From an optimization exercise on the open Yosys and OpenROAD flow, aimed at a short achievable clock period and few clock cycles; shortcuts taken in it are not production practice. RTL that was checked went through simulation tests only; none was proved equivalent to the original. No functional check of the RTL was part of runs 1, 2 and 4. Power is estimated from default activity; no workload was simulated.

--- flow/flow/run.sh ---
#!/bin/bash
set -euo pipefail
bash standard.sh CORE_UTILIZATION=22 GPL_TIMING_DRIVEN=1 TNS_END_PERCENT=100 SETUP_SLACK_MARGIN=6.8 finish > standard_flow.log 2>&1
--- flow/standard.sh ---
#!/bin/bash
# synth_recipe.tcl (not shown) runs the flow's synth.tcl, then flattens the netlist and writes it again
# the make line also repeats each setting of config.mk as NAME=value (left out here)
make -C /OpenROAD-flow-scripts/flow DESIGN_CONFIG=/design/flow/config.mk WORK_HOME=/design/flow/orfs CLKGATE_MAP_FILE= SYNTH_SCRIPT=/design/flow/synth_recipe.tcl "${@:-finish}"
--- flow/config.mk ---
export PLATFORM = sky130hd
export DESIGN_NAME = RV32Core
export DESIGN_NICKNAME = RV32Core
export VERILOG_FILES = /design/flow/design.v
export SDC_FILE = /design/flow/constraint.sdc
export NUM_CORES = 8
export LEC_CHECK = 0
export CAP_MARGIN = 20
export CORE_MARGIN = 2
export CORE_UTILIZATION = 30
export SLEW_MARGIN = 20
--- flow/constraint.sdc ---
create_clock -name core_clock -period 10.0 [get_ports {CPU_CLK}]
set_input_delay 2.0000 -clock core_clock [delete_from_list [all_inputs] [get_ports {CPU_CLK}]]
set_output_delay 2.0000 -clock core_clock [all_outputs]
set_load 0.01 [all_outputs]
--- flow/design.v ---
`timescale 1ns / 1ps
module KSAdd #(parameter W = 32) (
    input  wire [W-1:0] a,
    input  wire [W-1:0] b,
    output wire [W-1:0] s
    );
    localparam L = $clog2(W);
    wire [W-1:0] x  = a ^ b;
    wire [W-1:0] g0 = a & b;
    wire [W-1:0] p0 = a | b;
    wire [W-1:0] g [1:L];
    wire [W-1:0] p [1:L];
    genvar l, i;
    generate
        for (i = 0; i < W; i = i + 1) begin : l1
            if (i == 0) begin : b0
                assign g[1][i] = g0[0];
                assign p[1][i] = p0[0];
            end else if (i == 1) begin : b1
                assign g[1][i] = g0[1] | ((p0[1] & a[0]) & b[0]);
                assign p[1][i] = p0[1] & p0[0];
            end else begin : bn
                assign g[1][i] = g0[i] | (p0[i] & g0[i-1]);
                assign p[1][i] = p0[i] & p0[i-1];
            end
        end
        for (l = 1; l < L; l = l + 1) begin : lvl
            for (i = 0; i < W; i = i + 1) begin : bit_
                if (i >= (1 << l)) begin : pre
                    assign g[l+1][i] = g[l][i] | (p[l][i] & g[l][i - (1 << l)]);
                    assign p[l+1][i] = p[l][i] & p[l][i - (1 << l)];
                end else begin : pass
                    assign g[l+1][i] = g[l][i];
                    assign p[l+1][i] = p[l][i];
                end
            end
        end
    endgenerate
    assign s = x ^ {g[L][W-2:0], 1'b0};
endmodule
module Cmp32 (
    input  wire [31:0] a,
    input  wire [31:0] b,
    output wire        eq,
    output wire        ltu,
    output wire        lt
    );
    wire [31:0] l0 = {1'b0, ~a[30:0] & b[30:0]};
    wire [31:0] e0 = {1'b1, ~(a[30:0] ^ b[30:0])};
    wire [15:0] l1, e1;
    wire [7:0]  l2, e2;
    wire [3:0]  l3, e3;
    wire [1:0]  l4, e4;
    genvar i;
    generate
        for (i = 0; i < 16; i = i + 1) begin : t1
            assign l1[i] = l0[2*i+1] | (e0[2*i+1] & l0[2*i]);
            assign e1[i] = e0[2*i+1] & e0[2*i];
        end
        for (i = 0; i < 8; i = i + 1) begin : t2
            assign l2[i] = l1[2*i+1] | (e1[2*i+1] & l1[2*i]);
            assign e2[i] = e1[2*i+1] & e1[2*i];
        end
        for (i = 0; i < 4; i = i + 1) begin : t3
            assign l3[i] = l2[2*i+1] | (e2[2*i+1] & l2[2*i]);
            assign e3[i] = e2[2*i+1] & e2[2*i];
        end
        for (i = 0; i < 2; i = i + 1) begin : t4
            assign l4[i] = l3[2*i+1] | (e3[2*i+1] & l3[2*i]);
            assign e4[i] = e3[2*i+1] & e3[2*i];
        end
    endgenerate
    wire lLow = l4[1] | (e4[1] & l4[0]);
    wire eLow = e4[1] & e4[0];
    wire e31  = ~(a[31] ^ b[31]);
    assign eq  = e31 & eLow;
    assign ltu = (~a[31] & b[31]) | (e31 & lLow);
    assign lt  = (a[31] & ~b[31]) | (e31 & lLow);
endmodule
`timescale 1ns / 1ps
module RV32Core(
    input  wire        CPU_CLK,
    input  wire        CPU_RST,
    output wire [31:0] imem_addr,
    input  wire [31:0] imem_rdata,
    output wire [31:0] dmem_addr,
    output wire [3:0]  dmem_we,
    output wire [31:0] dmem_wdata,
    input  wire [31:0] dmem_rdata
    );
    localparam NB = 4;      
    reg  [31:2]   pcF;
    reg  [NB-1:0] bValid;
    reg  [31:2]   bTag [0:NB-1];
    reg  [31:2]   bTgt [0:NB-1];
    reg  [1:0]    bCtr [0:NB-1];
    reg  [1:0]    bPtr;
    reg           updV, updTaken, updJal;
    reg  [NB-1:0] updHit;
    reg  [31:2]   updPc, updTgt;
    reg           vF2, predF2;
    reg  [31:2]   pcF2;
    reg  [NB-1:0] bHitF2;
    reg           vS, predS;
    reg  [31:0]   irS;
    reg  [31:2]   pcS;
    reg  [NB-1:0] bHitS;
    reg           vD, predD;
    reg  [31:0]   irD;
    reg  [31:2]   pcD;
    reg  [NB-1:0] bHitD;
    reg           validE, predE;
    reg  [NB-1:0] bHitE;
    reg           elE, elM;      
    reg           wrE, ldE, stE, brE, jalE;
    reg  [4:0]    rdE;
    reg  [2:0]    f3E;
    reg           sraE;
    reg  [9:0]    aluSelE;       
    reg  [31:0]   rfAE, rfBE, immE, constE;
    reg           fAME, fBME, fSME, fACE, fBCE, fAGE;
    reg  [4:0]    rfSE;
    reg           rAlwE, rEqE, rNeE, rLtE, rGeE, rLtuE, rGeuE, tPcE, tAguE;
    reg  [31:2]   tgtE, linkE, pcE;
    reg           wrM, ldM;
    reg  [4:0]    rdM;
    reg  [31:0]   resM;
    reg  [2:0]    f3M;
    reg  [1:0]    alM;
    reg  [31:0]   daddrM, dwdataM;
    reg  [3:0]    dweM;
    reg           wrW, ldW;
    reg  [4:0]    rdW;
    reg  [31:0]   resW;
    reg  [2:0]    f3W;
    reg  [1:0]    alW;
    reg  [31:0]   rf [1:31];
    assign imem_addr  = {pcF, 2'b00};
    assign dmem_addr  = daddrM;
    assign dmem_we    = dweM;
    assign dmem_wdata = dwdataM;
    wire [1:0]  ldAl = elM ? alM : alW;
    wire [2:0]  ldF3 = elM ? f3M : f3W;
    wire [31:0] ldShift = dmem_rdata >> {ldAl, 3'b000};
    reg  [31:0] ldVal;
    always @(*) begin
        case (ldF3)
            3'b000:  ldVal = {{24{ldShift[7]}},  ldShift[7:0]};
            3'b001:  ldVal = {{16{ldShift[15]}}, ldShift[15:0]};
            3'b100:  ldVal = {24'b0, ldShift[7:0]};
            3'b101:  ldVal = {16'b0, ldShift[15:0]};
            default: ldVal = dmem_rdata;
        endcase
    end
    wire [31:0] wbData  = ldW ? ldVal : resW;
    wire [31:0] memData = elM ? ldVal : resM;
    reg  [NB-1:0] bHitF;
    reg  [31:2]   bTgtF;
    reg           predF;
    integer k;
    always @(*) begin
        bTgtF = 30'b0;
        predF = 1'b0;
        for (k = 0; k < NB; k = k + 1) begin
            bHitF[k] = bValid[k] && (bTag[k] == pcF);
            if (bHitF[k]) begin
                bTgtF = bTgtF | bTgt[k];
                predF = predF | bCtr[k][1];
            end
        end
    end
    wire [4:0]  opD  = irD[6:2];
    wire [4:0]  rdD  = irD[11:7];
    wire [2:0]  f3D  = irD[14:12];
    wire [4:0]  rs1D = irD[19:15];
    wire [4:0]  rs2D = irD[24:20];
    wire        f7D  = irD[30];
    wire isLui   = (opD == 5'b01101);
    wire isAuipc = (opD == 5'b00101);
    wire isJal   = (opD == 5'b11011);
    wire isJalr  = (opD == 5'b11001);
    wire isBr    = (opD == 5'b11000);
    wire isLd    = (opD == 5'b00000);
    wire isSt    = (opD == 5'b01000);
    wire isOpi   = (opD == 5'b00100);
    wire isOp    = (opD == 5'b01100);
    wire use1 = !(isLui | isAuipc | isJal);
    wire use2 = isOp | isSt | isBr;
    wire wrD  = (isLui | isAuipc | isJal | isJalr | isLd | isOpi | isOp) && (rdD != 5'd0);
    wire [31:0] immI = {{20{irD[31]}}, irD[31:20]};
    wire [31:0] immS = {{20{irD[31]}}, irD[31:25], irD[11:7]};
    wire [31:0] immB = {{19{irD[31]}}, irD[31], irD[7], irD[30:25], irD[11:8], 1'b0};
    wire [31:0] immU = {irD[31:12], 12'b0};
    wire [31:0] immJ = {{11{irD[31]}}, irD[31], irD[19:12], irD[20], irD[30:21], 1'b0};
    wire [31:0] immPc = isJal ? immJ : (isAuipc ? immU : immB);
    wire [31:0] pcImmD;
    KSAdd #(30) addPc (.a(pcD), .b(immPc[31:2]), .s(pcImmD[31:2]));
    assign pcImmD[1:0] = immPc[1:0];
    wire [31:2] linkD = pcD + 30'd1;
    wire [31:0] rfA = (rs1D == 5'd0) ? 32'b0 : rf[rs1D];
    wire [31:0] rfB = (rs2D == 5'd0) ? 32'b0 : rf[rs2D];
    wire [31:0] rdA = (wrM && rdM == rs1D) ? memData : ((wrW && rdW == rs1D) ? wbData : rfA);
    wire [31:0] rdB = (wrM && rdM == rs2D) ? memData : ((wrW && rdW == rs2D) ? wbData : rfB);
    wire hzA = use1 && ((wrE && (ldE || elE) && rdE == rs1D) || (wrM && ldM && rdM == rs1D));
    wire hzB = use2 && ((wrE && (ldE || elE) && rdE == rs2D) || (wrM && ldM && rdM == rs2D));
    wire stallD = vD && (hzA || hzB);
    wire elD = isLd && (rs1D == 5'd0) && !(validE && (ldE || stE));
    wire sTakeD  = !predD && !(|bHitD) && (isJal || (isBr && irD[31]));
    wire predXD  = predD || sTakeD;    
    wire brEq  = isBr && (f3D == 3'b000 ? !predXD : (f3D == 3'b001 ?  predXD : 1'b0));
    wire brNe  = isBr && (f3D == 3'b000 ?  predXD : (f3D == 3'b001 ? !predXD : 1'b0));
    wire brLt  = isBr && (f3D == 3'b100 ? !predXD : (f3D == 3'b101 ?  predXD : 1'b0));
    wire brGe  = isBr && (f3D == 3'b100 ?  predXD : (f3D == 3'b101 ? !predXD : 1'b0));
    wire brLtu = isBr && (f3D == 3'b110 ? !predXD : (f3D == 3'b111 ?  predXD : 1'b0));
    wire brGeu = isBr && (f3D == 3'b110 ?  predXD : (f3D == 3'b111 ? !predXD : 1'b0));
    wire brAlw = isJalr || (isJal && !predXD) || (!isBr && !isJal && predXD);
    wire [31:0] opA = fAME ? resM : rfAE;
    wire [31:0] opB = fBME ? resM : rfBE;    
    wire [31:0] sum, difN;
    KSAdd #(32) addAB (.a(opA), .b(opB), .s(sum));
    KSAdd #(32) subAB (.a(~opA), .b(opB), .s(difN));    
    wire [31:0] dif = ~difN;
    wire [4:0]  shamt = fSME ? resM[4:0] : rfSE;
    wire [31:0] opAc  = fACE ? resM : rfAE;
    wire [31:0] opBc  = fBCE ? resM : rfBE;
    wire [31:0] opAg  = fAGE ? resM : rfAE;
    wire [31:0] sll = opA << shamt;
    wire [31:0] srx = $signed({sraE & opA[31], opA}) >>> shamt;
    wire        beq, sltu, slt;
    Cmp32 cmp (.a(opAc), .b(opBc), .eq(beq), .ltu(sltu), .lt(slt));
    wire [31:0] aluOut =
          ({32{aluSelE[0]}} & sum)
        | ({32{aluSelE[1]}} & dif)
        | ({32{aluSelE[2]}} & sll)
        | ({32{aluSelE[3]}} & {31'b0, slt})
        | ({32{aluSelE[4]}} & {31'b0, sltu})
        | ({32{aluSelE[5]}} & (opA ^ opB))
        | ({32{aluSelE[6]}} & srx)
        | ({32{aluSelE[7]}} & (opA | opB))
        | ({32{aluSelE[8]}} & (opA & opB))
        | ({32{aluSelE[9]}} & constE);
    reg  cond;
    always @(*) begin
        case (f3E)
            3'b000:  cond = beq;
            3'b001:  cond = !beq;
            3'b100:  cond = slt;
            3'b101:  cond = !slt;
            3'b110:  cond = sltu;
            default: cond = !sltu;
        endcase
    end
    wire takenE = jalE || (brE && cond);
    wire [31:0] agu;
    KSAdd #(32) addAgu (.a(opAg), .b(immE), .s(agu));
    wire redirE = rAlwE | (rEqE & beq) | (rNeE & ~beq) | (rLtE & slt) | (rGeE & ~slt)
                | (rLtuE & sltu) | (rGeuE & ~sltu);
    wire [31:2] redirTgt = tPcE ? tgtE : (tAguE ? agu[31:2] : linkE);
    reg [3:0] weE;
    always @(*) begin
        case (f3E[1:0])
            2'b00:   weE = 4'b0001 << agu[1:0];
            2'b01:   weE = agu[1] ? 4'b1100 : 4'b0011;
            default: weE = 4'b1111;
        endcase
    end
    wire [31:0] stData = (f3E[1:0] == 2'b00) ? {4{opB[7:0]}} :
                         (f3E[1:0] == 2'b01) ? {2{opB[15:0]}} : opB;
    wire advD   = vD && !stallD && !redirE;      
    wire redirD = advD && sTakeD;                
    wire takeD  = advD || !vD;                   
    wire loadD  = !stallD;      
    wire dropF2 = vF2 && stallD && vS;
    always @(posedge CPU_CLK or posedge CPU_RST) begin
        if (CPU_RST) begin
            pcF     <= 30'b0;
            vF2     <= 1'b0;
            vS      <= 1'b0;
            vD      <= 1'b0;
            validE  <= 1'b0;
            rAlwE   <= 1'b0;
            rEqE    <= 1'b0;
            rNeE    <= 1'b0;
            rLtE    <= 1'b0;
            rGeE    <= 1'b0;
            rLtuE   <= 1'b0;
            rGeuE   <= 1'b0;
            wrE     <= 1'b0;
            ldE     <= 1'b0;
            elE     <= 1'b0;
            elM     <= 1'b0;
            stE     <= 1'b0;
            brE     <= 1'b0;
            jalE    <= 1'b0;
            wrM     <= 1'b0;
            ldM     <= 1'b0;
            dweM    <= 4'b0;
            wrW     <= 1'b0;
            ldW     <= 1'b0;
            bValid  <= {NB{1'b0}};
            bPtr    <= 2'b0;
            updV    <= 1'b0;
        end else begin
            if (redirE)      pcF <= redirTgt;
            else if (redirD) pcF <= pcImmD[31:2];
            else if (dropF2) pcF <= pcF2;           
            else if (predF)  pcF <= bTgtF;
            else             pcF <= pcF + 30'd1;
            vF2 <= !(redirE || redirD || dropF2);
            if (redirE || redirD) begin
                vS <= 1'b0;
                vD <= 1'b0;
            end else if (takeD) begin
                vD <= vS || vF2;
                vS <= vS && vF2;
            end else begin
                vS <= vS || vF2;
            end
            validE <= advD;
            rAlwE  <= advD && brAlw;
            rEqE   <= advD && brEq;
            rNeE   <= advD && brNe;
            rLtE   <= advD && brLt;
            rGeE   <= advD && brGe;
            rLtuE  <= advD && brLtu;
            rGeuE  <= advD && brGeu;
            wrE    <= advD && wrD;
            ldE    <= advD && isLd && !elD;
            elE    <= advD && isLd && elD;
            stE    <= advD && isSt;
            brE    <= advD && isBr;
            jalE   <= advD && isJal;
            wrM  <= wrE;
            ldM  <= ldE;
            elM  <= elE;
            dweM <= stE ? weE : 4'b0;
            wrW  <= wrM;
            ldW  <= ldM;
            updV <= validE && (brE || jalE);
            if (updV && !(|updHit) && updTaken) begin
                bValid[bPtr] <= 1'b1;
                bPtr         <= bPtr + 2'd1;
            end
        end
    end
    always @(posedge CPU_CLK) begin
        pcF2   <= pcF;
        predF2 <= predF;
        bHitF2 <= bHitF;
        if (loadD) begin
            if (vS) begin
                irD <= irS; pcD <= pcS; predD <= predS; bHitD <= bHitS;
            end else begin
                irD <= imem_rdata; pcD <= pcF2; predD <= predF2; bHitD <= bHitF2;
            end
        end
        if (loadD ? vS : !vS) begin
            irS <= imem_rdata; pcS <= pcF2; predS <= predF2; bHitS <= bHitF2;
        end
        pcE      <= pcD;
        predE    <= predXD;
        bHitE    <= bHitD;
        rdE      <= rdD;
        f3E      <= f3D;
        sraE     <= f7D;
        immE     <= isSt ? immS : immI;
        constE   <= isLui ? immU : (isAuipc ? pcImmD : {linkD, 2'b00});
        aluSelE  <= (isOp | isOpi) ?
                    { 1'b0, f3D == 3'b111, f3D == 3'b110, f3D == 3'b101,
                      f3D == 3'b100, f3D == 3'b011, f3D == 3'b010, f3D == 3'b001,
                      (f3D == 3'b000) && isOp && f7D, (f3D == 3'b000) && !(isOp && f7D) } :
                    10'b10_0000_0000;
        rfAE     <= rdA;
        rfBE     <= isOpi ? immI : rdB;
        fAME     <= wrE && rdE == rs1D;
        fBME     <= wrE && rdE == rs2D && !isOpi;
        fSME     <= wrE && rdE == rs2D && isOp;
        rfSE     <= isOp ? rdB[4:0] : immI[4:0];
        fACE     <= wrE && rdE == rs1D && (isBr || isOp || isOpi);
        fBCE     <= wrE && rdE == rs2D && (isBr || isOp);
        fAGE     <= wrE && rdE == rs1D && (isLd || isSt || isJalr);
        tgtE     <= pcImmD[31:2];
        linkE    <= linkD;
        tPcE     <= (isBr && !predXD) || isJal;
        tAguE    <= isJalr;
        updHit   <= bHitE;
        updTaken <= takenE;
        updJal   <= jalE;
        updPc    <= pcE;
        updTgt   <= tgtE;
        if (updV) begin
            if (|updHit) begin
                for (k = 0; k < NB; k = k + 1)
                    if (updHit[k] && bTag[k] == updPc) begin
                        if (updTaken && bCtr[k] != 2'b11) bCtr[k] <= bCtr[k] + 2'd1;
                        if (!updTaken && bCtr[k] != 2'b00) bCtr[k] <= bCtr[k] - 2'd1;
                    end
            end else if (updTaken) begin
                bTag[bPtr] <= updPc;
                bTgt[bPtr] <= updTgt;
                bCtr[bPtr] <= updJal ? 2'b11 : 2'b10;
            end
        end
        rdM     <= rdE;
        resM    <= aluOut;
        f3M     <= f3E;
        alM     <= agu[1:0];
        daddrM  <= elD ? immI : agu;
        dwdataM <= stData;
        rdW  <= rdM;
        resW <= elM ? ldVal : resM;
        f3W  <= f3M;
        alW  <= alM;
    end
    integer r;
    always @(posedge CPU_CLK or posedge CPU_RST) begin
        if (CPU_RST) begin
            for (r = 1; r < 32; r = r + 1) rf[r] <= 32'b0;
        end else if (wrW) begin
            rf[rdW] <= wbData;
        end
    end
endmodule
==> results of run 1 <==
==> synth_stat cells, types with 21 or more instances <==
library cell,n,share of area [%]
nand2_1,1513,5.9
o21ai_0,1336,6.9
dfrtp_1,1055,27
clkbuf_1,661,2.6
a22oi_1,614,4.8
dfxtp_1,485,10
nor2_1,470,1.8
a21oi_1,393,2.0
edfxtp_1,374,12
inv_1,300,1.2
ha_1,283,3.7
xnor2_1,282,2.6
mux2i_1,250,2.6
nand4_1,196,1.3
nand3_1,175,0.91
a221oi_1,158,1.4
a22o_1,140,1.3
mux2_2,140,1.6
xor2_1,135,1.2
nor3_1,128,0.66
a222oi_1,96,1.0
o211ai_1,81,0.63
buf_1,70,0.27
nor4_1,63,0.41
a21o_1,47,0.37
nand2b_1,47,0.30
buf_2,46,0.24
or3_1,44,0.29
a211oi_1,39,0.30
o22ai_1,38,0.25
nor2b_1,36,0.23
and3_1,34,0.22
o21bai_1,33,0.26
o221ai_1,33,0.30
o22a_1,26,0.24
o31ai_1,26,0.20
a31oi_1,25,0.16
a211o_1,23,0.21
o21a_1,21,0.16
==> per-layer routing <==
layer	up-vias	global-route usage, %
li1	38500	-
met1	45700	26.1
met3	2294	7.86
met4	22	12.4
met2	8031	30.8
met5	-	0.499
==> flip-flops by register name (all words and copies together) (netlist names), 31 cells and up <==
| signal | count |
|---|---|
| bTag | 120 |
| bTgt | 120 |
| constE | 31 |
| daddrM | 32 |
| dwdataM | 32 |
| resM | 32 |
| resW | 32 |
| rf | 992 |
| rfAE | 32 |
| rfBE | 32 |
==> path summary, 6_finish.rpt <==
kind,from,to,slack (ps)
worst max-delay path,resM[13],pcF[25],6050
worst min-delay path,pcE[6],updPc[6],280
worst max register to register,resM[13],pcF[25],6050
worst min register to register,pcE[6],updPc[6],280
max in group asynchronous,CPU_RST,rf[18][25],6930
min in group asynchronous,CPU_RST,rf[29][1],1780
==> cell type report <==
| class | count | area [um^2] |
|---|---|---|
| Clock buffer | 280 | 5930 |
| Inverter | 301 | 1190 |
| Fill cell | 44800 | 308000 |
| Sequential cell | 1914 | 47500 |
| Tap cell | 5757 | 7200 |
| Antenna cell | 22 | 55.1 |
| Clock inverter | 96 | 1060 |
| Timing Repair inverter | 1 | 5.00 |
| Multi-Input combinational cell | 7193 | 52400 |
| Timing Repair Buffer | 1220 | 13900 |
==> power groups by stage <==
stage / Combinational (mW) / Clock [mW] / Sequential (mW)
CTS: 9.88 / 8.10 / 11.7
global route: 12.1 / 8.41 / 12.0
finish: 11.6 / 8.10 / 11.9
global placement: 7.56 / 0 / 11.7
detailed placement: 7.61 / 0 / 11.7
floorplan: 4.68 / 0 / 11.0
==> kinds of logic after synthesis <==
kind of cell             after synthesis
buffers and inverters               1082
other                                  1
AND/OR/NAND/NOR                     2808
flip-flops                          1914
multiplexers                         396
AO/OA/AOI/OAI                       3273
adder cells (fa/ha/maj)              283
XOR/XNOR                             417
==> what timing repair did <==
item                       4_1_cts  5_1_grt
buffers inserted               407      315
pin swaps                      232      360
gates cloned                    45       29
gates resized for setup       1660      782
setup endpoints to repair     2295      806
==> impl_results.md, run 1 <==
- Outcome: finished clean
- Largest family of logic cells by synthesized area: compound AO/OA/AOI/OAI gates
- Final cell utilization of the core: 29.6%
- Syn-to-layout area delta: 34.0%
- Final nets: 11,200
- CP Class: flop to flop
- Share of layout cells above drive strength 1: 24.9%
- Io pins: 166
- Placed Instances: 15,600
- Crit start category: flop
- Most frequent cells in the layout: nand2_1, o21ai_0, dfrtp_1
- Synth async-reset ratio: 55.1%
- Number of distinct library cells after synthesis: 99
- DRC: 0
- RSZ-0062 raised after global routing: yes
- Placed Area: 0.106 mm^2
- Place WS: 4540 ps
- Comb power frac: 36.7%
- CP Depth: 13
- Vias post-DR: 94,600
- CTS HTree Levels: 4
- Hold bufs inserted after CTS: 0
- Slowest stage delay, CP: 730 ps
- Pleak: 51.9 nW
- Yosys reg bits: 1,914
- Clock Power Share: 25.6%
- Final Hold Fails: 0
- Met2 wire length: 206,000 um
- Root Buffer: clkbuf_16
- Hold path depth: 0
- Cell count of the worst reg-to-reg path: 13
- CP Capture Type: flop
- Compound-cell area share of the yosys netlist: 22.0%
- Hold Path Class: flop to flop
- Pint: 19.3 mW
- Maximum clock rate: 253 MHz
- Max FO, Critical Path: 6
- Die H: 666 um
- Ys flop type: dfrtp_1
- Tmin final: 3950 ps
- Simple-Gate Fraction of Synth Area: 12.9%
- Top Layer Used: met5
- Setup Viol. Count Final: 0
- Die width: 666 um
- First-pass GRT wire length: 672,000 um
- Critical path arrival: 4660 ps
- Mapped Cells: 10,200
- GRT Util Overall: 21.0%
- Max Transition Viols Final: 0
- Post-DP HPWL: 290,000 um
- Most common cell after layout, fill and taps aside: nand2_1
- Routed Antenna Nets: 0
- Vias in the first global route: 85,600
- Cell Pwr Density: 244 mW/mm^2
- Initial Utilization: 22.1%
- Final wirelength: 503,000 um
- # rows: 243
- Met1 wire length: 180,000 um
- Clock sinks: 1,914
- Hold Slack: 282 ps
- Net Sw Power: 12.3 mW
- Mapped Area: 0.0964 mm^2
- CP max stage cell: dfxtp_1
- Register area share after synthesis: 49.1%
- Cell area after layout: 0.129 mm^2
- Worst VDD drop: 0.171 mV
- Largest net degree at the start of global routing: 151
- TritonCTS clock tree: done
- Number of synthesized flops with an enable pin: 374
- Setup TNS: 0 ps
- Grt ovf: 0
- Clock transition at path regs: 60 ps
- IO buf count: 161
- Relative slew slack: 10.3%
- Reg power frac: 37.7%
- Fraction of the mapped netlist area in adder cells: 3.67%
- Worst path top cell family by delay: simple AND/OR/NAND/NOR gates
- DRT iter0 DRCs: 16,800
- Ys Warns: 4
- Ordered cell list for the critical path: mux2i_1 > ha_4 > nand4_1 > or4b_4 > a2bb2oi_4 > a41oi_2 > nand2b_4 > or3_4 > buf_6 > buf_12 > buf_16 > o21ai_2 > o22ai_2
- Metal3 WL: 74,900 um
- Drt first pass iters: 8
- Via/cell ratio: 5.63
- Worst-Skew Late Latency: 940 ps
- Die area: 0.444 mm^2
- Initial antenna violation count: 65
- Non-filler cells, final: 16,800
- Clock Skew: 127 ps
- Multiplexer area fraction after synthesis: 4.35%
- Mapped Avg Cell Area: 9.48 um^2
- Max-Cap Viols: 0
- RePlAce Congestion: 0.970
- Tot Pwr: 31.6 mW
- Xor/xnor share of the synthesized area: 3.79%
- Final WS setup: 6050 ps
- Data required, critical path: 10,710 ps
- Core Area: 0.437 mm^2
- CTS Buffer Depth: 4
- Part of the cycle the worst path needs: 39.5%
- Measured slew at the worst slew-check pin: 1340 ps
- Total CTS buffers: 210
- Buf+Inv Stages, Crit Path: 3
- WL/cell: 30.0 um
- Switching part of the total: 38.8%
==> run 2, diff against run 1 <==
--- a/flow/design.v
+++ b/flow/design.v
@@ -1,2 +1,26 @@
 `timescale 1ns / 1ps
+module XCell (input wire a, input wire b, output wire x);
+    assign x = a ^ b;
+endmodule
+module GPCell (input wire a, input wire b, output wire gn, output wire pn);
+    assign gn = ~(a & b);
+    assign pn = ~(a | b);
+endmodule
+module LtLeaf (input wire a, input wire b, output wire ltn);
+    assign ltn = a | ~b;
+endmodule
+module PreP (input wire ghn, input wire phn, input wire gln, input wire pln,
+             output wire g, output wire p);
+    assign g = ~(ghn & (phn | gln));
+    assign p = ~(phn | pln);
+endmodule
+module PreN (input wire gh, input wire ph, input wire gl, input wire pl,
+             output wire gn, output wire pn);
+    assign gn = ~(gh | (ph & gl));
+    assign pn = ~(ph & pl);
+endmodule
+module Inv2 (input wire g, input wire p, output wire gn, output wire pn);
+    assign gn = ~g;
+    assign pn = ~p;
+endmodule
 module KSAdd #(parameter W = 32) (
@@ -7,29 +31,23 @@
     localparam L = $clog2(W);
-    wire [W-1:0] x  = a ^ b;
-    wire [W-1:0] g0 = a & b;
-    wire [W-1:0] p0 = a | b;
-    wire [W-1:0] g [1:L];
-    wire [W-1:0] p [1:L];
+    wire [W-1:0] x;
+    wire [W-1:0] g [0:L];
+    wire [W-1:0] p [0:L];
     genvar l, i;
     generate
-        for (i = 0; i < W; i = i + 1) begin : l1
-            if (i == 0) begin : b0
-                assign g[1][i] = g0[0];
-                assign p[1][i] = p0[0];
-            end else if (i == 1) begin : b1
-                assign g[1][i] = g0[1] | ((p0[1] & a[0]) & b[0]);
-                assign p[1][i] = p0[1] & p0[0];
-            end else begin : bn
-                assign g[1][i] = g0[i] | (p0[i] & g0[i-1]);
-                assign p[1][i] = p0[i] & p0[i-1];
-            end
+        for (i = 0; i < W; i = i + 1) begin : leaf
+            XCell  xc (.a(a[i]), .b(b[i]), .x(x[i]));
+            GPCell gp (.a(a[i]), .b(b[i]), .gn(g[0][i]), .pn(p[0][i]));
         end
-        for (l = 1; l < L; l = l + 1) begin : lvl
+        for (l = 0; l < L; l = l + 1) begin : lvl
             for (i = 0; i < W; i = i + 1) begin : bit_
                 if (i >= (1 << l)) begin : pre
-                    assign g[l+1][i] = g[l][i] | (p[l][i] & g[l][i - (1 << l)]);
-                    assign p[l+1][i] = p[l][i] & p[l][i - (1 << l)];
+                    if (l % 2 == 0) begin : np
+                        PreP c (.ghn(g[l][i]), .phn(p[l][i]), .gln(g[l][i - (1 << l)]),
+                                .pln(p[l][i - (1 << l)]), .g(g[l+1][i]), .p(p[l+1][i]));
+                    end else begin : pn
+                        PreN c (.gh(g[l][i]), .ph(p[l][i]), .gl(g[l][i - (1 << l)]),
+                                .pl(p[l][i - (1 << l)]), .gn(g[l+1][i]), .pn(p[l+1][i]));
+                    end
                 end else begin : pass
-                    assign g[l+1][i] = g[l][i];
-                    assign p[l+1][i] = p[l][i];
+                    Inv2 c (.g(g[l][i]), .p(p[l][i]), .gn(g[l+1][i]), .pn(p[l+1][i]));
                 end
@@ -37,43 +55,72 @@
         end
+        wire [W-1:0] c;
+        if (L % 2 == 1) begin : codd
+            assign c = g[L];
+        end else begin : cevn
+            assign c = ~g[L];
+        end
+        assign s[0] = x[0];
+        for (i = 1; i < W; i = i + 1) begin : sum
+            XCell sc (.a(x[i]), .b(c[i-1]), .x(s[i]));
+        end
     endgenerate
-    assign s = x ^ {g[L][W-2:0], 1'b0};
 endmodule
-module Cmp32 (
+module CmpTree #(parameter SGN = 0) (
     input  wire [31:0] a,
     input  wire [31:0] b,
-    output wire        eq,
-    output wire        ltu,
-    output wire        lt
+    output wire        lt,
+    output wire        eq
     );
-    wire [31:0] l0 = {1'b0, ~a[30:0] & b[30:0]};
-    wire [31:0] e0 = {1'b1, ~(a[30:0] ^ b[30:0])};
-    wire [15:0] l1, e1;
-    wire [7:0]  l2, e2;
-    wire [3:0]  l3, e3;
-    wire [1:0]  l4, e4;
+    wire [31:0] l0, e0;
+    wire [15:0] l1, e1;      
+    wire [7:0]  l2, e2;      
+    wire [3:0]  l3, e3;      
+    wire [1:0]  l4, e4;      
     genvar i;
     generate
+        for (i = 0; i < 31; i = i + 1) begin : t0
+            LtLeaf lf (.a(a[i]), .b(b[i]), .ltn(l0[i]));
+            XCell  xf (.a(a[i]), .b(b[i]), .x(e0[i]));
+        end
+        if (SGN) begin : msb_s
+            LtLeaf lf (.a(b[31]), .b(a[31]), .ltn(l0[31]));
+        end else begin : msb_u
+            LtLeaf lf (.a(a[31]), .b(b[31]), .ltn(l0[31]));
+        end
+        XCell xf31 (.a(a[31]), .b(b[31]), .x(e0[31]));
         for (i = 0; i < 16; i = i + 1) begin : t1
-            assign l1[i] = l0[2*i+1] | (e0[2*i+1] & l0[2*i]);
-            assign e1[i] = e0[2*i+1] & e0[2*i];
+            PreP c (.ghn(l0[2*i+1]), .phn(e0[2*i+1]), .gln(l0[2*i]), .pln(e0[2*i]),
+                    .g(l1[i]), .p(e1[i]));
         end
         for (i = 0; i < 8; i = i + 1) begin : t2
-            assign l2[i] = l1[2*i+1] | (e1[2*i+1] & l1[2*i]);
-            assign e2[i] = e1[2*i+1] & e1[2*i];
+            PreN c (.gh(l1[2*i+1]), .ph(e1[2*i+1]), .gl(l1[2*i]), .pl(e1[2*i]),
+                    .gn(l2[i]), .pn(e2[i]));
         end
         for (i = 0; i < 4; i = i + 1) begin : t3
-            assign l3[i] = l2[2*i+1] | (e2[2*i+1] & l2[2*i]);
-            assign e3[i] = e2[2*i+1] & e2[2*i];
+            PreP c (.ghn(l2[2*i+1]), .phn(e2[2*i+1]), .gln(l2[2*i]), .pln(e2[2*i]),
+                    .g(l3[i]), .p(e3[i]));
         end
         for (i = 0; i < 2; i = i + 1) begin : t4
-            assign l4[i] = l3[2*i+1] | (e3[2*i+1] & l3[2*i]);
-            assign e4[i] = e3[2*i+1] & e3[2*i];
+            PreN c (.gh(l3[2*i+1]), .ph(e3[2*i+1]), .gl(l3[2*i]), .pl(e3[2*i]),
+                    .gn(l4[i]), .pn(e4[i]));
         end
     endgenerate
-    wire lLow = l4[1] | (e4[1] & l4[0]);
-    wire eLow = e4[1] & e4[0];
-    wire e31  = ~(a[31] ^ b[31]);
-    assign eq  = e31 & eLow;
-    assign ltu = (~a[31] & b[31]) | (e31 & lLow);
-    assign lt  = (a[31] & ~b[31]) | (e31 & lLow);
+    PreP top (.ghn(l4[1]), .phn(e4[1]), .gln(l4[0]), .pln(e4[0]), .g(lt), .p(eq));
+endmodule
+module RedirCell (
+    input  wire alw,
+    input  wire sEq, input wire sNe, input wire sLt, input wire sGe,
+    input  wire sLtu, input wire sGeu,
+    input  wire eq, input wire lt, input wire ltu,
+    output wire r
+    );
+    assign r = alw | (sEq & eq) | (sNe & ~eq) | (sLt & lt) | (sGe & ~lt)
+             | (sLtu & ltu) | (sGeu & ~ltu);
+endmodule
+module ResCell (
+    input  wire sAdd, input wire sum, input wire sSub, input wire dif,
+    input  wire rest,
+    output wire y
+    );
+    assign y = (sAdd & sum) | (sSub & dif) | rest;
 endmodule
@@ -228,8 +275,7 @@
     wire [31:0] srx = $signed({sraE & opA[31], opA}) >>> shamt;
-    wire        beq, sltu, slt;
-    Cmp32 cmp (.a(opAc), .b(opBc), .eq(beq), .ltu(sltu), .lt(slt));
-    wire [31:0] aluOut =
-          ({32{aluSelE[0]}} & sum)
-        | ({32{aluSelE[1]}} & dif)
-        | ({32{aluSelE[2]}} & sll)
+    wire        beq, beqS, sltu, slt;
+    CmpTree #(0) cmpU (.a(opAc), .b(opBc), .lt(sltu), .eq(beq));
+    CmpTree #(1) cmpS (.a(opAc), .b(opBc), .lt(slt), .eq(beqS));
+    wire [31:0] aluRest =
+          ({32{aluSelE[2]}} & sll)
         | ({32{aluSelE[3]}} & {31'b0, slt})
@@ -241,2 +287,10 @@
         | ({32{aluSelE[9]}} & constE);
+    wire [31:0] aluOut;
+    genvar gi;
+    generate
+        for (gi = 0; gi < 32; gi = gi + 1) begin : res
+            ResCell rc (.sAdd(aluSelE[0]), .sum(sum[gi]), .sSub(aluSelE[1]), .dif(dif[gi]),
+                        .rest(aluRest[gi]), .y(aluOut[gi]));
+        end
+    endgenerate
     reg  cond;
@@ -255,4 +309,5 @@
     KSAdd #(32) addAgu (.a(opAg), .b(immE), .s(agu));
-    wire redirE = rAlwE | (rEqE & beq) | (rNeE & ~beq) | (rLtE & slt) | (rGeE & ~slt)
-                | (rLtuE & sltu) | (rGeuE & ~sltu);
+    wire redirE;
+    RedirCell rdc (.alw(rAlwE), .sEq(rEqE), .sNe(rNeE), .sLt(rLtE), .sGe(rGeE),
+                   .sLtu(rLtuE), .sGeu(rGeuE), .eq(beq), .lt(slt), .ltu(sltu), .r(redirE));
     wire [31:2] redirTgt = tPcE ? tgtE : (tAguE ? agu[31:2] : linkE);
==> flow/flow/run.sh (replaced) <==
#!/bin/bash
set -euo pipefail
bash standard.sh SETUP_SLACK_MARGIN=6.8 finish > standard_flow.log 2>&1
--- a/flow/config.mk
+++ b/flow/config.mk
@@ -9,3 +9,6 @@
 export CORE_MARGIN = 2
-export CORE_UTILIZATION = 30
+export CORE_UTILIZATION = 22
+export GPL_TIMING_DRIVEN = 1
 export SLEW_MARGIN = 20
+export SYNTH_HIERARCHICAL = 1
+export TNS_END_PERCENT = 100
==> run 2 against run 1 <==
Combinational power barely moved; hold slack improved by 43 ps; cell area fell by 3.3%; critical endpoint is now pcF[12]; first-iteration DRC count fell by 8.4%; maximum frequency rose by 4.8%; non-clock buffer count fell by 391; register-to-register slack improved by 180 ps.
==> impl_results.md, run 2 <==
- Outcome: finished clean
- CTS HTree Levels: 4 (unchanged)
- Initial antenna violation count: 66 (+1.5%)
- Reg-to-reg setup timing slack: 6230 ps (+180 ps)
- Area of the multi-input gates: 0.0525 mm^2 (about the same)
- Most common cell after layout, fill and taps aside: nand2_1
- Worst-Skew Late Latency: 980 ps (+40 ps)
- Via/cell ratio: 5.48 (-2.7%)
- Clock Skew: 127 ps (+0.0690 ps)
- Max Transition Viols Final: 0 (unchanged)
- First-pass GRT wire length: 697,000 um (+3.8%)
- Tmin final: 3770 ps (-181 ps)
- CP max stage cell: dfxtp_4
- CTS Buffer Depth: 4 (unchanged)
- Syn-to-layout area delta: 25.1%
- Pleak: 49.9 nW (-3.8%)
- Slowest stage delay, CP: 400 ps (-330 ps)
- Data required, critical path: 10,790 ps (+80 ps)
- Storage cell area: 0.0475 mm^2 (about the same)
- Max FO, Critical Path: 8 (+2)
- Share of layout cells above drive strength 1: 23.1% (-1.7 points)
- Measured slew at the worst slew-check pin: 1290 ps (-55.6 ps)
- Clock sinks: 1,914 (unchanged)
- Io pins: 166 (unchanged)
- IO buf count: 161 (unchanged)
- Post-DP HPWL: 312,000 um (+7.6%)
- Core Area: 0.452 mm^2 (+3.5%)
- Mapped Cells: 10,800 (+6.0%)
- Vias in the first global route: 88,200 (+3.0%)
- Max reg flops: 992 (unchanged)
- Buf+Inv Stages, Crit Path: 6 (+3)
- Worst VDD drop: 0.148 mV (-13%)
- Launch point of the worst path: fACE
- Grt ovf: 0 (unchanged)
- Part of the cycle the worst path needs: 37.7% (-1.8 points)
- # rows: 247 (+1.6%)
- Hold-critical path endpoint: updPc[15]
- Most flop-heavy register: rf
- Die width: 678 um (+1.8%)
- Ys Warns: 10 (+6)
- Hold path depth: 0 (unchanged)
- WL/cell: 29.9 um (-0.36%)
- Initial Utilization: 22.1% (+0.033 points)
- Die area: 0.460 mm^2 (+3.6%)
- Largest net degree at the start of global routing: 160 (+6.0%)
- Most frequent cells in the layout: nand2_1, o21ai_0, dfrtp_1
- Cell count of the worst reg-to-reg path: 20 (+7)
- Drt first pass iters: 13 (+5)
- Hold wc startpoint: pcE[15]
- RSZ-0062 raised after global routing: yes
- Mapped Area: 0.0999 mm^2 (+3.6%)
- Root Buffer: clkbuf_16
- RePlAce Congestion: 0.980 (+1.1%)
- Ordered cell list for the critical path: buf_6 > buf_16 > mux2_4 > xor2_2 > nor2_1 > nand2_1 > o21ai_2 > a21oi_4 > o21ai_4 > mux2i_1 > nand4b_1 > buf_6 > nor2_4 > buf_4 > buf_4 > nand3_4 > clkinv_8 > nand2_8 > o31ai_4 > a21oi_2
- Critical path arrival: 4560 ps (-100 ps)
- Final wirelength: 515,000 um (+2.5%)
- GRT Util Overall: 21.1% (+0.15 points)
- Mapped Avg Cell Area: 9.26 um^2 (-2.3%)
- Vias post-DR: 94,600 (+0.024%)
- Final nets: 11,200 (+0.25%)
- Biggest regs: rf (992), bTag (120), bTgt (120)
- TritonCTS clock tree: done
- Routed Antenna Nets: 0 (unchanged)
- Maximum clock rate: 266 MHz (+4.8%)
- Place WS: 4610 ps (+62.3 ps)
- Hold Path Class: flop to flop
- Worst path top cell family by delay: compound AO/OA/AOI/OAI gates
- Final Hold Fails: 0 (unchanged)
- R2r endpoint: pcF[12]
- Crit start category: flop
- CP Capture Type: flop
- Relative slew slack: 13.9% (+3.5 points)
- DRT iter0 DRCs: 15,400 (-8.4%)
- Total CTS buffers: 205 (-2.4%)
- Final WS setup: 6230 ps (+181 ps)
- Die H: 678 um (+1.8%)
- Max-Cap Viols: 0 (unchanged)
- FILL cells: 47,600 (+6.2%)
- CP Class: flop to flop
- DRC: 0 (unchanged)
- Clock transition at path regs: 60 ps (about the same)
- Final cell utilization of the core: 27.6% (-1.9 points)
- Cell Pwr Density: 252 mW/mm^2 (+2.9%)
- Setup Viol. Count Final: 0 (unchanged)
- Worst reg2reg path startpoint: fACE
[run 2: cell count changes in the layout (fill, tap and decap cells not counted), moves of 78 or more]
cell     previous run  this run
xor2_1            116       429
a22oi_1           592       830
xnor2_1           263       176
ha_1              183        74
buf_4             629       414
o21ai_0          1200      1115
nand2_1          1444      1731
a22o_1            138        14
a21oi_2            58       275
mux2_2            124       202
a21oi_1           316       235
o21ai_2            37       340
nor2_1            370       549
[run 2: power by group]
part           leakage [nW]  total [mW]  switching [mW]  internal, mW
clock                  3.51        8.22            3.54          4.69
combinational          28.2        11.3            7.21          4.09
sequential             18.2        11.9            2.10          9.83
total                  49.9        31.5            12.8          18.6
[run 2: stage by stage]
step	total power, mW	instance area (um^2)	TNS (ps)	hold slack [ps]	cells
after CTS	30.2	122000	0	326	17100
after global placement	20.9	109000	0	311	16400
final	31.5	125000	0	326	17300
after floorplan	16.8	100000	-6907660	310	10800
after detailed placement	21.0	109000	0	312	16400
after global routing	32.4	125000	0	328	17200
[run 2: how the worst max path moves through the flow]
stage                                to  slack [ps]  depth (start not counted)
after floorplan                 bPtr[0]       -6550                          1
after CTS                 imem_addr[23]        6320                          2
after detailed placement       rfBE[11]        4610                          8
after global placement         rfAE[23]        4470                          9
final                           pcF[12]        6230                         20
after global routing            pcF[24]        6110                         18
[run 2: routing by layer]
metal | GRT usage (%) | wire, um
met4 | 14.2 | 45300
met5 | 0.448 | 913
met2 | 30.6 | 210000
met1 | 25.6 | 187000
met3 | 8.46 | 72100
[run 2: layout make-up]
cell class	count	share of cell area, %
multi-input cells	7860	42.0
flip-flops and latches	1914	38.0
well taps	5976	5.98
clock inverters	91	0.936
repair inverters	1	0.00400
inverters	267	0.865
repair buffers	829	7.37
diodes	28	0.0561
clock buffers	292	4.82
[run 2: timing repair]
item	CTS	global route
gates resized for setup	1181	426
cloned	40	13
setup endpoints to repair	1955	826
setup buffers	262	123
pin swaps	123	124
hold buffers	0	0
==> run 3, diff against run 2 <==
--- a/flow/design.v
+++ b/flow/design.v
@@ -25,3 +25,3 @@
 endmodule
-module KSAdd #(parameter W = 32) (
+module KSAdd #(parameter W = 32, parameter L = 5) (
     input  wire [W-1:0] a,
@@ -30,3 +30,2 @@
     );
-    localparam L = $clog2(W);
     wire [W-1:0] x;
==> run 3 against run 2 <==
Still clean on timing, DRC and antenna; hold slack is the same; clock-buffer cell count is the same; area after synthesis is the same; critical path depth is the same; maximum frequency is the same; first-iteration DRC count is the same; synthesized cell count is the same; critical path type unchanged.
==> impl_results.md, run 3 <==
- RSZ-0062 raised after global routing: yes
- GRT Util Overall: 21.1% (unchanged)
- CTS Buffer Depth: 4 (unchanged)
- CTS HTree Levels: 4 (unchanged)
- Die width: 678 um (unchanged)
- Largest net degree at the start of global routing: 160 (unchanged)
- CP Class: flop to flop
- Ys Warns: 10 (unchanged)
- Final wirelength: 515,000 um (unchanged)
- Hold-critical path endpoint: updPc[15]
- Total CTS buffers: 205 (unchanged)
- Die H: 678 um (unchanged)
- Mapped Avg Cell Area: 9.26 um^2 (unchanged)
- CP Capture Type: flop
- DRT iter0 DRCs: 15,400 (unchanged)
- Vias in the first global route: 88,200 (unchanged)
- Clock Skew: 127 ps (unchanged)
- RePlAce Congestion: 0.980 (unchanged)
- Max FO, Critical Path: 8 (unchanged)
- Setup Viol. Count Final: 0 (unchanged)
- Initial Utilization: 22.1% (unchanged)
- Core Area: 0.452 mm^2 (unchanged)
- Measured slew at the worst slew-check pin: 1290 ps (unchanged)
- Cell count of the worst reg-to-reg path: 20 (unchanged)
- Cell Pwr Density: 252 mW/mm^2 (unchanged)
- WL/cell: 29.9 um (unchanged)
- Worst reg2reg path startpoint: fACE
- Biggest regs: rf (992), bTag (120), bTgt (120)
- Most frequent cells in the layout: nand2_1, o21ai_0, dfrtp_1
- Hold wc startpoint: pcE[15]
- Max Transition Viols Final: 0 (unchanged)
- Drt first pass iters: 13 (unchanged)
- DRC: 0 (unchanged)
- Max-Cap Viols: 0 (unchanged)
- Area of the multi-input gates: 0.0525 mm^2 (unchanged)
- FILL cells: 47,600 (unchanged)
- Max reg flops: 992 (unchanged)
- Clock transition at path regs: 60 ps (about the same)
- Final Hold Fails: 0 (unchanged)
- Root Buffer: clkbuf_16
- IO buf count: 161 (unchanged)
- Worst-Skew Late Latency: 980 ps (about the same)
- Most common cell after layout, fill and taps aside: nand2_1
- Share of layout cells above drive strength 1: 23.1% (unchanged)
- Place WS: 4610 ps (unchanged)
- Critical path arrival: 4560 ps (about the same)
- R2r endpoint: pcF[12]
- Syn-to-layout area delta: 25.1% (unchanged)
- Reg-to-reg setup timing slack: 6230 ps (about the same)
- TritonCTS clock tree: done
- Most flop-heavy register: rf
- Maximum clock rate: 266 MHz (unchanged)
- Hold path depth: 0 (unchanged)
- Die area: 0.460 mm^2 (unchanged)
- Tmin final: 3770 ps (unchanged)
- Setup TNS: 0 ps (unchanged)
- Post-DP HPWL: 312,000 um (unchanged)
- # rows: 247 (unchanged)
- Outcome: finished clean
- Data required, critical path: 10,790 ps (about the same)
- Final nets: 11,200 (unchanged)
- Final WS setup: 6230 ps (unchanged)
- First-pass GRT wire length: 697,000 um (unchanged)
- Clock sinks: 1,914 (unchanged)
- Relative slew slack: 13.9% (unchanged)
- Grt ovf: 0 (unchanged)
- Initial antenna violation count: 66 (unchanged)
- Mapped Cells: 10,800 (unchanged)
- Vias post-DR: 94,600 (unchanged)
- Crit start category: flop
- Routed Antenna Nets: 0 (unchanged)
- Part of the cycle the worst path needs: 37.7% (unchanged)
- Storage cell area: 0.0475 mm^2 (unchanged)
- Hold Path Class: flop to flop
- Mapped Area: 0.0999 mm^2 (unchanged)
- Via/cell ratio: 5.48 (unchanged)
- Pleak: 49.9 nW (unchanged)
- Io pins: 166 (unchanged)
- Worst VDD drop: 0.148 mV (unchanged)
==> run 3: area by class of cell <==
class	count	share of cell area, %
sequential	1914	38.0
multi-input combinational	7860	42.0
clock inverter	91	0.936
timing repair buffer	829	7.37
inverter	267	0.865
timing repair inverter	1	0.00400
antenna	28	0.0561
clock buffer	292	4.82
tap	5976	5.98
==> run 3: power by group <==
part / switching [mW] / internal, mW / leakage [nW]
Clock: 3.54 / 4.69 / 3.51
Sequential: 2.10 / 9.83 / 18.2
Combinational: 7.21 / 4.09 / 28.2
Total: 12.8 / 18.6 / 49.9
==> run 3: metal layers <==
| metal | track usage [%] | routed length, um | vias to the layer above |
|---|---|---|---|
| met5 | 0.448 | 913 | - |
| met4 | 14.2 | 45300 | 34 |
| met3 | 8.46 | 72100 | 2329 |
| met2 | 30.6 | 210000 | 7530 |
| met1 | 25.6 | 187000 | 45400 |
| li1 | - | - | 39300 |
==> run 3: what timing repair did <==
action                      CTS  global route
pin swaps                   123           124
hold buffers                  0             0
setup buffers               262           123
cloned                       40            13
setup endpoints to repair  1955           826
gates resized for setup    1181           426
==> run 3: per-stage QoR <==
step	util (%)	cells	total power, mW	area [um^2]	hold slack (ps)
detailed placement	24.1	16400	21.0	109000	312
floorplan	-	10800	16.8	100000	310
global placement	24.1	16400	20.9	109000	311
global route	27.6	17200	32.4	125000	328
CTS	26.9	17100	30.2	122000	326
finish	27.6	17300	31.5	125000	326
==> run 3: worst max-delay path, stage by stage (launching register included) <==
cell and delay, ps:
dfxtp_4 400, buf_6 150, buf_16 150, mux2_4 330, xor2_2 160, nor2_1 120
nand2_1 80, o21ai_2 210, a21oi_4 120, o21ai_4 300, mux2i_1 230, nand4b_1 130
buf_6 150, nor2_4 120, buf_4 120, buf_4 100, nand3_4 140, clkinv_8 120
nand2_8 120, o31ai_4 340, a21oi_2 50
==> run 3: worst max path at each step <==
| stage | from | end | slack (ps) | cells past startpoint |
|---|---|---|---|---|
| 2_1_floorplan | CPU_RST | bPtr[0] | -6550 | 1 |
| 6_report | fACE | pcF[12] | 6230 | 20 |
| 3_5_place_dp | dmem_rdata[15] | rfBE[11] | 4610 | 8 |
| 4_1_cts | pcF[23] | imem_addr[23] | 6320 | 2 |
| 3_3_place_gp | dmem_rdata[15] | rfAE[23] | 4470 | 9 |
| 5_1_grt | fBCE | pcF[24] | 6110 | 18 |
Testbench counts of run 3, summed over its fixed seeds: cycles 74,060.
==> run 4, diff against run 3 <==
--- a/flow/design.v
+++ b/flow/design.v
@@ -25,3 +25,3 @@
 endmodule
-module KSAdd #(parameter W = 32, parameter L = 5) (
+module KSAdd #(parameter W = 32) (
     input  wire [W-1:0] a,
@@ -30,2 +30,3 @@
     );
+    localparam L = $clog2(W);
     wire [W-1:0] x;
@@ -170,2 +171,4 @@
     reg  [31:2]   tgtE, linkE, pcE;
+    reg           redirM;
+    reg  [31:2]   redirTgtM;
     reg           wrM, ldM;
@@ -183,3 +186,4 @@
     reg  [31:0]   rf [1:31];
-    assign imem_addr  = {pcF, 2'b00};
+    reg  [31:2]   pcO;
+    assign imem_addr  = {pcO, 2'b00};
     assign dmem_addr  = daddrM;
@@ -312,2 +316,10 @@
     wire [31:2] redirTgt = tPcE ? tgtE : (tAguE ? agu[31:2] : linkE);
+    reg [31:2] pcNext;
+    always @(*) begin
+        if (redirM)      pcNext = redirTgtM;
+        else if (redirD) pcNext = pcImmD[31:2];
+        else if (dropF2) pcNext = pcF2;           
+        else if (predF)  pcNext = bTgtF;
+        else             pcNext = pcF + 30'd1;
+    end
     reg [3:0] weE;
@@ -322,3 +334,3 @@
                          (f3E[1:0] == 2'b01) ? {2{opB[15:0]}} : opB;
-    wire advD   = vD && !stallD && !redirE;      
+    wire advD   = vD && !stallD && !redirM;      
     wire redirD = advD && sTakeD;                
@@ -350,3 +362,3 @@
             ldM     <= 1'b0;
-            dweM    <= 4'b0;
+            redirM  <= 1'b0;
             wrW     <= 1'b0;
@@ -357,9 +369,6 @@
         end else begin
-            if (redirE)      pcF <= redirTgt;
-            else if (redirD) pcF <= pcImmD[31:2];
-            else if (dropF2) pcF <= pcF2;           
-            else if (predF)  pcF <= bTgtF;
-            else             pcF <= pcF + 30'd1;
-            vF2 <= !(redirE || redirD || dropF2);
-            if (redirE || redirD) begin
+            pcF <= pcNext;
+            vF2 <= !(redirM || redirD || dropF2);
+            redirM <= redirE && !redirM;
+            if (redirM || redirD) begin
                 vS <= 1'b0;
@@ -386,9 +395,8 @@
             jalE   <= advD && isJal;
-            wrM  <= wrE;
-            ldM  <= ldE;
-            elM  <= elE;
-            dweM <= stE ? weE : 4'b0;
+            wrM  <= wrE && !redirM;
+            ldM  <= ldE && !redirM;
+            elM  <= elE && !redirM;
             wrW  <= wrM;
             ldW  <= ldM;
-            updV <= validE && (brE || jalE);
+            updV <= validE && (brE || jalE) && !redirM;
             if (updV && !(|updHit) && updTaken) begin
@@ -457,2 +465,5 @@
         end
+        pcO     <= CPU_RST ? 30'b0 : pcNext;
+        dweM    <= (CPU_RST || redirM || !stE) ? 4'b0 : weE;
+        redirTgtM <= redirTgt;
         rdM     <= rdE;
==> run 4 against run 3 <==
Worst setup slack improved by 290 ps; critical path type unchanged; clock skew shrank 6.9 ps; combinational power hardly changed; first-iteration DRC count up 5.1%; utilization is essentially flat; die area grew 2.8%; sequential power up 7%; register-to-register slack improved by 290 ps; area after synthesis is 2.8% higher; hold slack got worse by 3.9 ps.
==> impl_results.md, run 4 <==
- First-pass GRT wire length: 704,000 um (+0.95%)
- Maximum clock rate: 288 MHz (+8.4%)
- RePlAce Congestion: 0.993 (+1.3%)
- Met1 wire length: 192,000 um (+3.0%)
- Io pins: 166 (unchanged)
- Post-DP HPWL: 313,000 um (+0.39%)
- Measured slew at the worst slew-check pin: 1300 ps (+10.6 ps)
- CTS Buffer Depth: 4 (unchanged)
- Hold bufs inserted after CTS: 0 (unchanged)
- Setup TNS: 0 ps (unchanged)
- Mapped Cells: 11,100 (+2.6%)
- Most flop-heavy register: rf
- Clock Skew: 120 ps (-6.90 ps)
- Die width: 687 um (+1.4%)
- Top Layer Used: met5
- IO buf count: 161 (unchanged)
- CTS HTree Levels: 4 (unchanged)
- Mapped Area: 0.103 mm^2 (+2.8%)
- Vias post-DR: 96,900 (+2.4%)
- Slowest stage delay, CP: 420 ps (+20 ps)
- Max Transition Viols Final: 0 (unchanged)
- Vias in the first global route: 88,800 (+0.76%)
- Root Buffer: clkbuf_16
- TritonCTS clock tree: done
- Met2 wire length: 212,000 um (+1.1%)
- DRC: 0 (unchanged)
- Share of layout cells above drive strength 1: 23.8% (+0.66 points)
- DRT iter0 DRCs: 16,200 (+5.1%)
- Clock sinks: 1,975 (+3.2%)
- Hold path depth: 0 (unchanged)
- CP Class: flop to flop
- Largest net degree at the start of global routing: 159 (-0.63%)
- Cell Pwr Density: 253 mW/mm^2 (+0.54%)
- # rows: 251 (+1.6%)
- Worst VDD drop: 0.172 mV (+17%)
- CP Capture Type: flop
- Grt ovf: 0 (unchanged)
- GRT Util Overall: 20.8% (-0.35 points)
- RSZ-0062 raised after global routing: yes
- Core Area: 0.466 mm^2 (+3.1%)
- Max FO, Critical Path: 6 (-2)
- Most frequent cells in the layout: nand2_1, o21ai_0, dfrtp_1
- Hold Path Class: flop to flop
- Pleak: 51.6 nW (+3.5%)
- Cell count of the worst reg-to-reg path: 21 (+5.0%)
- Final WS setup: 6520 ps (+291 ps)
- Worst-Skew Late Latency: 970 ps (about the same)
- Via/cell ratio: 5.44 (-0.65%)
- Metal3 WL: 79,800 um (+11%)
- Setup Viol. Count Final: 0 (unchanged)
- Clock transition at path regs: 60 ps (about the same)
- Die H: 687 um (+1.4%)
- Initial Utilization: 22.0% (-0.056 points)
- Mapped Avg Cell Area: 9.29 um^2 (+0.23%)
- Data required, critical path: 10,810 ps (+20 ps)
- Most common cell after layout, fill and taps aside: nand2_1
- Critical path arrival: 4280 ps (-280 ps)
- Routed Antenna Nets: 0 (unchanged)
- Outcome: finished clean
- Initial antenna violation count: 71 (+7.6%)
- Relative slew slack: 10.9% (-3.0 points)
- Place WS: 4220 ps (-390 ps)
- Tmin final: 3480 ps (-291 ps)
- Crit start category: flop
- Drt first pass iters: 13 (unchanged)
- Max reg flops: 992 (unchanged)
- WL/cell: 29.4 um (-1.7%)
- Ys Warns: 10 (unchanged)
- Max-Cap Viols: 0 (unchanged)
- Part of the cycle the worst path needs: 34.8% (-2.9 points)
- Die area: 0.473 mm^2 (+2.8%)
- CP max stage cell: edfxtp_1
- Final Hold Fails: 0 (unchanged)
- Final nets: 11,500 (+2.7%)
- Final wirelength: 523,000 um (+1.4%)
- Biggest regs: rf (992), bTag (120), bTgt (120)
- Total CTS buffers: 216 (+5.4%)
- Syn-to-layout area delta: 25.6%
- Ordered cell list for the critical path: nor2_2 > nand3_2 > buf_6 > nor2_4 > buf_12 > buf_12 > buf_4 > a21o_1 > nor2_4 > buf_6 > nor2_4 > nand2_1 > nor2_1 > nand2_1 > o21ai_2 > xor2_2 > buf_6 > nor2_1 > nand2_1 > o21ai_2 > a211oi_2
-- run 4: through the flow --
stage                     instance area (um^2)  cells  total power, mW  hold slack (ps)  utilization, %
after floorplan                         103000  11100             17.3              310               -
final                                   129000  17800             32.7              322            27.7
after detailed placement                112000  16900             21.5              312            24.0
after global placement                  112000  16900             21.4              312            23.9
after CTS                               125000  17600             31.0              319            26.7
after global routing                    129000  17800             33.6              327            27.7
-- run 4: area by class of cell --
cell class | instances | area (um^2)
multi-input combinational | 8054 | 54400
tap | 6198 | 7750
timing repair buffer | 848 | 9470
sequential | 1975 | 48800
timing repair inverter | 1 | 5.00
fill | 49000 | 337000
clock buffer | 304 | 6220
inverter | 290 | 1190
clock inverter | 93 | 1140
antenna | 33 | 82.6
-- run 4: critical path: cells and delay by family, from the launching register on --
family	cells	cell delay [ps]
flops	1	420
xor+xnor	1	170
buf+inv	6	800
simple gates	10	1190
compound gates	4	800
-- run 4: repair_timing --
item	4_1_cts	5_1_grt
cloned	42	22
hold endpoints to repair	0	0
gates resized for setup	1181	643
pin swaps	98	194
endpoints found under the setup margin	2131	1404
buffers inserted	207	188
-- run 4: routing by layer --
metal  vias up  GRT usage, %
met5         -         0.918
met4        36          11.8
met3      2083          8.85
met2      7709          30.0
met1     46900          25.8
li1      40200             -
-- run 4: power breakdown --
part | internal (mW) | switching, mW
logic | 4.25 | 7.27
registers | 10.2 | 2.48
clock network | 4.85 | 3.64
total | 19.3 | 13.4
-- run 4: path summary, 6_finish.rpt --
kind	start	to	slack (ps)
hold / removal	pcE[18]	updPc[18]	320
setup / recovery	irD[6]	pcO[27]	6520
max in group asynchronous	CPU_RST	rf[29][18]	6870
min in group asynchronous	CPU_RST	pcF[24]	1620
setup reg to reg	irD[6]	pcO[27]	6520
hold reg to reg	pcE[18]	updPc[18]	320
==> run 5, diff against run 4 <==
--- a/flow/design.v
+++ b/flow/design.v
@@ -25,3 +25,3 @@
 endmodule
-module KSAdd #(parameter W = 32) (
+module KSAdd #(parameter W = 32, parameter L = 5) (
     input  wire [W-1:0] a,
@@ -30,3 +30,2 @@
     );
-    localparam L = $clog2(W);
     wire [W-1:0] x;
==> run 5 against run 4 <==
Clock power about the same; utilization did not move; critical path type unchanged; sequential share of layout area is the same; wire length stayed put; power unchanged; non-clock buffer count is the same.
==> impl_results.md, run 5 <==
- RSZ-0062 raised after global routing: yes
- Area of the multi-input gates: 0.0544 mm^2 (unchanged)
- Storage cell area: 0.0488 mm^2 (unchanged)
- R2r endpoint: pcO[27]
- Via/cell ratio: 5.44 (unchanged)
- Vias post-DR: 96,900 (unchanged)
- Routed Antenna Nets: 0 (unchanged)
- Clock transition at path regs: 60 ps (about the same)
- RePlAce Congestion: 0.993 (unchanged)
- Io pins: 166 (unchanged)
- Most frequent cells in the layout: nand2_1, o21ai_0, dfrtp_1
- Final wirelength: 523,000 um (unchanged)
- Tmin final: 3480 ps (unchanged)
- Share of layout cells above drive strength 1: 23.8% (unchanged)
- Critical path arrival: 4280 ps (about the same)
- Die H: 687 um (unchanged)
- Most flop-heavy register: rf
- CTS Buffer Depth: 4 (unchanged)
- Largest net degree at the start of global routing: 159 (unchanged)
- Die width: 687 um (unchanged)
- Max reg flops: 992 (unchanged)
- Tot Pwr: 32.7 mW (unchanged)
- Worst path top cell family by delay: simple AND/OR/NAND/NOR gates
- Reg power frac: 38.8% (about the same)
- Mapped Cells: 11,100 (unchanged)
- Cell count of the worst reg-to-reg path: 21 (unchanged)
- Ys Warns: 10 (unchanged)
- Root Buffer: clkbuf_16
- Clock Power Share: 26.0% (about the same)
- Part of the cycle the worst path needs: 34.8% (unchanged)
- Net Sw Power: 13.4 mW (unchanged)
- Most common cell after layout, fill and taps aside: nand2_1
- Cell Pwr Density: 253 mW/mm^2 (unchanged)
- Grt ovf: 0 (unchanged)
- FILL cells: 49,000 (unchanged)
- Hold-critical path endpoint: updPc[18]
- Max-Cap Viols: 0 (unchanged)
- Slowest stage delay, CP: 420 ps (about the same)
- Hold wc startpoint: pcE[18]
- Worst VDD drop: 0.172 mV (unchanged)
- Drt first pass iters: 13 (unchanged)
- First-pass GRT wire length: 704,000 um (unchanged)
- Total CTS buffers: 216 (unchanged)
- Clock Skew: 120 ps (unchanged)
- Post-DP HPWL: 313,000 um (unchanged)
- Biggest regs: rf (992), bTag (120), bTgt (120)
- # rows: 251 (unchanged)
- Worst-Skew Late Latency: 970 ps (about the same)
- Crit start category: flop
- Vias in the first global route: 88,800 (unchanged)
- TritonCTS clock tree: done
- Max Transition Viols Final: 0 (unchanged)
- Hold Path Class: flop to flop
- Die area: 0.473 mm^2 (unchanged)
- CP max stage cell: edfxtp_1
- Maximum clock rate: 288 MHz (unchanged)
- Data required, critical path: 10,810 ps (about the same)
- Switching part of the total: 41.0% (unchanged)
- Hold path depth: 0 (unchanged)
- Pint: 19.3 mW (unchanged)
- CP Class: flop to flop
- WL/cell: 29.4 um (unchanged)
- Setup TNS: 0 ps (unchanged)
- Mapped Avg Cell Area: 9.29 um^2 (unchanged)
- Final nets: 11,500 (unchanged)
- Final Hold Fails: 0 (unchanged)
- Mapped Area: 0.103 mm^2 (unchanged)
- Initial Utilization: 22.0% (unchanged)
- Relative slew slack: 10.9% (unchanged)
- Ordered cell list for the critical path: nor2_2 > nand3_2 > buf_6 > nor2_4 > buf_12 > buf_12 > buf_4 > a21o_1 > nor2_4 > buf_6 > nor2_4 > nand2_1 > nor2_1 > nand2_1 > o21ai_2 > xor2_2 > buf_6 > nor2_1 > nand2_1 > o21ai_2 > a211oi_2
- Measured slew at the worst slew-check pin: 1300 ps (unchanged)
- Core Area: 0.466 mm^2 (unchanged)
- Initial antenna violation count: 71 (unchanged)
- GRT Util Overall: 20.8% (unchanged)
- CTS HTree Levels: 4 (unchanged)
- Outcome: finished clean
- DRT iter0 DRCs: 16,200 (unchanged)
- IO buf count: 161 (unchanged)
- Comb power frac: 35.3% (about the same)
- Pleak: 51.6 nW (unchanged)
- Syn-to-layout area delta: 25.6% (unchanged)
- Reg-to-reg setup timing slack: 6520 ps (about the same)
- Max FO, Critical Path: 6 (unchanged)
- Buf+Inv Stages, Crit Path: 6 (unchanged)
- Clock sinks: 1,975 (unchanged)
- CP Capture Type: flop
- Worst reg2reg path startpoint: irD[6]
- Setup Viol. Count Final: 0 (unchanged)
- DRC: 0 (unchanged)
-- run 5: power groups by stage --
stage	clock network, mW	logic (mW)	registers, mW
after detailed placement	0	9.03	12.4
final	8.49	11.5	12.7
after global placement	0	8.99	12.4
after CTS	8.49	10.1	12.5
after floorplan	0	5.98	11.3
after global routing	8.80	12.0	12.7
-- run 5: cell type report --
type | count | share of cell area (%)
multi-input cells | 8054 | 42.2
flip-flops and latches | 1975 | 37.8
repair buffers | 848 | 7.33
well taps | 6198 | 6.01
clock buffers | 304 | 4.82
inverters | 290 | 0.923
clock inverters | 93 | 0.886
diodes | 33 | 0.0640
repair inverters | 1 | 0.00388
-- run 5: layer usage --
metal	up-vias	global-route usage (%)	share of wire [%]
li1	40200	-	-
met1	46900	25.8	37
met2	7709	30.0	41
met3	2083	8.85	15
met4	36	11.8	7.1
met5	-	0.918	0.16
-- run 5: worst max path at each step --
stage	from	end	slack, ps	cells after the start
finish	irD[6]	pcO[27]	6520	21
global route	irD[6]	pcO[30]	6430	20
CTS	dwdataM[16]	dmem_wdata[16]	6470	1
detailed placement	dmem_rdata[15]	rf[7][24]	4220	7
global placement	dmem_rdata[15]	rf[9][24]	4290	7
floorplan	CPU_RST	bPtr[0]	4320	3
-- run 5: repair_timing --
| item | CTS | global route |
|---|---|---|
| setup endpoints to repair | 2131 | 1404 |
| cloned | 42 | 22 |
| hold buffers | 0 | 0 |
| pin swaps | 98 | 194 |
| gates resized for setup | 1181 | 643 |
| buffers inserted | 207 | 188 |
-- run 5: per-stage QoR --
stage | std cells | setup slack [ps] | cell area (um^2) | hold WS (ps) | utilization (%)
2_1_floorplan | 11100 | 4320 | 103000 | 310 | -
5_1_grt | 17800 | 6430 | 129000 | 327 | 27.7
4_1_cts | 17600 | 6470 | 125000 | 319 | 26.7
3_3_place_gp | 16900 | 4290 | 112000 | 312 | 23.9
6_report | 17800 | 6520 | 129000 | 322 | 27.7
3_5_place_dp | 16900 | 4220 | 112000 | 312 | 24.0
Testbench counts of run 5, summed over its fixed seeds: cycles 75,506.

-- port drivers added, routing unchanged --
No port has a modelled driver above. Below, the same layouts with a new extraction and two added sets of constraints.
Step 1, drivers: a clkbuf_16 drives CPU_CLK and a buf_2 each remaining input, both assumed.
Step 2 moves the port delays by t, midway between the first and last clock arrival at a register: inputs arrive t later, outputs are due t later. That takes back most of the time a late clock gives input paths.
a / b / c = no drivers / after step 1 / after step 2; a / b = the first two.
run	t (ns)	slack for setup (ns)	latest minus earliest clock arrival (ns)	worst data-port slew with drivers (ns)
run 1	0.984	6.052 / 6.052 / 5.799	0.130 / 0.130	0.23
run 2	1.022	6.234 / 6.234 / 5.568	0.157 / 0.157	0.23
run 3	1.022	6.234 / 6.234 / 5.568	0.157 / 0.157	0.23
run 4	1.022	6.524 / 6.447 / 5.704	0.160 / 0.161	0.33
run 5	1.022	6.524 / 6.447 / 5.704	0.160 / 0.161	0.33
After both steps setup and hold are still met in every run listed.
